This is an optimization exercise on Yosys and OpenROAD, whose aim is small area, not a production implementation.
Function was checked by simulation only, so behaviour that the tests miss may differ from the original.

==> xenon: inputs <==
Design Greedy_snake, start of the top module:
module  Greedy_snake(
        input                   clk                     ,
        input                   rst_n                   ,
        input                   IRDA_RXD                ,
        output  wire            VGA_SYNC_N              ,
        output  wire            VGA_BLANK_N             ,
        output  wire            VGA_HS                  ,
        output  wire            VGA_VS                  ,
        output  wire  [ 7: 0]   VGA_R                   ,
        output  wire  [ 7: 0]   VGA_G                   ,
        output  wire  [ 7: 0]   VGA_B                   ,
        output  wire  [ 6: 0]   HEX0                    ,
        output  wire  [ 6: 0]   HEX1
);
reg     [ 9: 0]     hc;
reg     [ 9: 0]     vc;
wire                end_h = (hc == 10'd800);
wire                end_v = (vc == 10'd537);
always @(posedge clk or negedge rst_n) begin
    if (!rst_n)
        hc <= 10'd1;
    else if (end_h)
        hc <= 10'd1;
    else
        hc <= hc + 1'b1;
end
always @(posedge clk or negedge rst_n) begin
    if (!rst_n)
        vc <= 10'd13;
    else if (end_h) begin
        if (end_v)
            vc <= 10'd13;
        else
            vc <= vc + 1'b1;
    end
end
localparam  IR_IDLE = 2'd0, IR_C9 = 2'd1, IR_C45 = 2'd2, IR_DATA = 2'd3;
reg     [ 3: 0]     ir_din_r;
reg     [ 1: 0]     ir_st;
reg     [18: 0]     cnt_clk;
reg     [ 4: 0]     cnt_data;
reg     [ 7: 0]     ir_data;
reg                 ir_vld;
wire    ir_h2l  = !ir_din_r[2] &&  ir_din_r[3];
wire    ir_l2h  =  ir_din_r[2] && !ir_din_r[3];
wire    ir_edge = ir_din_r[2] ^ ir_din_r[3];
  ...
export LEC_CHECK = 0
export ABC_AREA = 1
export CAP_MARGIN = 10
export CORE_MARGIN = 2
export CORE_UTILIZATION = 50
export GPL_TIMING_DRIVEN = 0
export SLEW_MARGIN = 10
export SYNTH_MEMORY_MAX_BITS = 16384
create_clock -name core_clock -period 40.0 [get_ports {clk}]
standard.sh (not shown) runs the stock make flow with config.mk's settings and CLKGATE_MAP_FILE= SYNTH_SCRIPT=/design/flow/synth_recipe.tcl, a recipe that flattens the netlist after the stock synthesis.
==> flow/flow/run.sh <==
#!/bin/bash
# Own layout flow: the standard flow (standard.sh), with
#  - clock tree synthesis without dummy loads, with larger sink clusters;
#  - the smallest buffer on the ports.
# Each ORFS step writes its full log under orfs/logs/; make's own output goes
# to make_synth.log and make_finish.log here.
set -euo pipefail
W=$PWD
rm -rf "$W/scripts_mod"
cp -r "$FLOW_HOME/scripts" "$W/scripts_mod"
cp "$W/flow/abc_area.script" "$W/scripts_mod/abc_area.script"
export SCRIPTS_DIR="$W/scripts_mod"
export CTS_ARGS="-sink_clustering_enable -repair_clock_nets -dont_use_dummy_load -sink_clustering_size 12 -sink_clustering_max_diameter 50 -buf_list {sky130_fd_sc_hd__clkbuf_4 sky130_fd_sc_hd__clkbuf_8}"
export BUFFER_PORTS_ARGS="-inputs -outputs -buffer_cell sky130_fd_sc_hd__buf_1"
bash standard.sh synth > "$W/make_synth.log" 2>&1
bash standard.sh > "$W/make_finish.log" 2>&1
==> flow/flow/abc_area.script <==
strash
&get -n
&deepsyn -T 600
&dch -f
&nf -p -R 1000 -F 16 -A 8 -C 32
&put
topo
==> inputs of lagoon, as changes to xenon <==
--- a/flow/design.v
+++ b/flow/design.v
@@ -1356,26 +1356,22 @@
         move_cnt <= 14'd0;
     else
         move_cnt <= {move_cnt[12:0], ~(move_cnt[13] ^ move_cnt[12] ^ move_cnt[11] ^ move_cnt[1])};
 end
 localparam  D_RIGHT = 3'd0, D_LEFT = 3'd1, D_UP = 3'd2, D_DOWN = 3'd3, D_NONE = 3'd4;
-reg                 ir_vld_d;
-always @(posedge clk) begin
-    ir_vld_d <= ir_vld;
-end
 reg     [ 2: 0]     direct;
-always @(*) begin
-    if (ir_vld_d && ir_data == 8'h07)
-        direct = D_LEFT;
-    else if (ir_vld_d && ir_data == 8'h09)
-        direct = D_RIGHT;
-    else if (ir_vld_d && ir_data == 8'h05)
-        direct = D_UP;
-    else if (ir_vld_d && ir_data == 8'h08)
-        direct = D_DOWN;
+always @(posedge clk) begin
+    if (ir_vld && ir_data == 8'h07)
+        direct <= D_LEFT;
+    else if (ir_vld && ir_data == 8'h09)
+        direct <= D_RIGHT;
+    else if (ir_vld && ir_data == 8'h05)
+        direct <= D_UP;
+    else if (ir_vld && ir_data == 8'h08)
+        direct <= D_DOWN;
     else
-        direct = D_NONE;
+        direct <= D_NONE;
 end
 localparam  S_IDLE = 3'd0, S_LEFT = 3'd1, S_RIGHT = 3'd2, S_UP = 3'd3, S_DOWN = 3'd4;
 reg     [ 2: 0]     sdir;
 always @(posedge clk) begin
     if (!play)
==> flow/flow/abc_area.script (replaced) <==
strash
&get -n
&deepsyn -T 300
&dch -f
&nf -p -R 1000 -F 16 -A 8 -C 32
&put
topo
==> flow/config.mk (replaced) <==
export PLATFORM = sky130hd
export DESIGN_NAME = Greedy_snake
export DESIGN_NICKNAME = Greedy_snake
export VERILOG_FILES = /design/flow/design.v
export SDC_FILE = /design/flow/constraint.sdc
export NUM_CORES = 4
export LEC_CHECK = 0
export ABC_AREA = 1
export CAP_MARGIN = 20
export CORE_MARGIN = 2
export CORE_UTILIZATION = 40
export GPL_TIMING_DRIVEN = 0
export SLEW_MARGIN = 20
export SYNTH_MEMORY_MAX_BITS = 16384
==> results.sh <==
export IMPL_p_per_area_nw_per_um2=18.2
export IMPL_routed_via_density=6.74
export IMPL_synth_simple_gate_area_frac=0.252
export IMPL_multi_input_comb_cells=1731
export IMPL_netlist_area_sq_um=16000
export IMPL_cp_num_buf_inv=3
export IMPL_n_all_buffers=87
export IMPL_rr_endpoint="out_b_hi[1]"
export IMPL_clkPwrFrac=0.317
export IMPL_grt_pass1_vias=16160
export IMPL_well_tap_count=402
export IMPL_outcome="finished clean"
export IMPL_ys_types=72
export IMPL_leakage_nw=6.44
the above is filed under xenon

==> results.sh <==
export IMPL_outcome="finished clean"
export IMPL_cp_num_buf_inv=2
export IMPL_n_all_buffers=83
export IMPL_leakage_nw=6.66
export IMPL_synth_simple_gate_area_frac=0.252
export IMPL_routed_via_density=6.39
export IMPL_p_per_area_nw_per_um2=18.0
export IMPL_rr_endpoint="object[1]"
export IMPL_well_tap_count=525
export IMPL_netlist_area_sq_um=16200
the above is filed under lagoon

-- port drivers added, routing unchanged --
No port has a modelled driver above. Below, the same layouts with a new extraction and two added sets of constraints. Step 1 sets driving cells, clkbuf_16 on the clock port and buf_2 on the other inputs (assumed; they add their load-dependent delay and slew). Step 2 adds t to the input delays and takes it off the output delays; t is the mean of the earliest and latest rising clock arrival at the registers after step 1. Input paths then give back, and output paths get back, about the clock's delay inside the block. Slacks: ideal / step 1 / step 2; pairs: ideal / step 1.
run | t, ns | setup WS [ns] | clock arrival spread, ns | worst register clock-pin slew, ns | worst slew at a driven data input, ns
xenon | 0.519 | 30.163 / 30.110 / 30.629 | 0.036 / 0.036 | 0.11 / 0.11 | 0.03
lagoon | 0.593 | 30.014 / 29.960 / 30.552 | 0.030 / 0.031 | 0.10 / 0.10 | 0.03
After both steps every run listed still meets setup and hold.
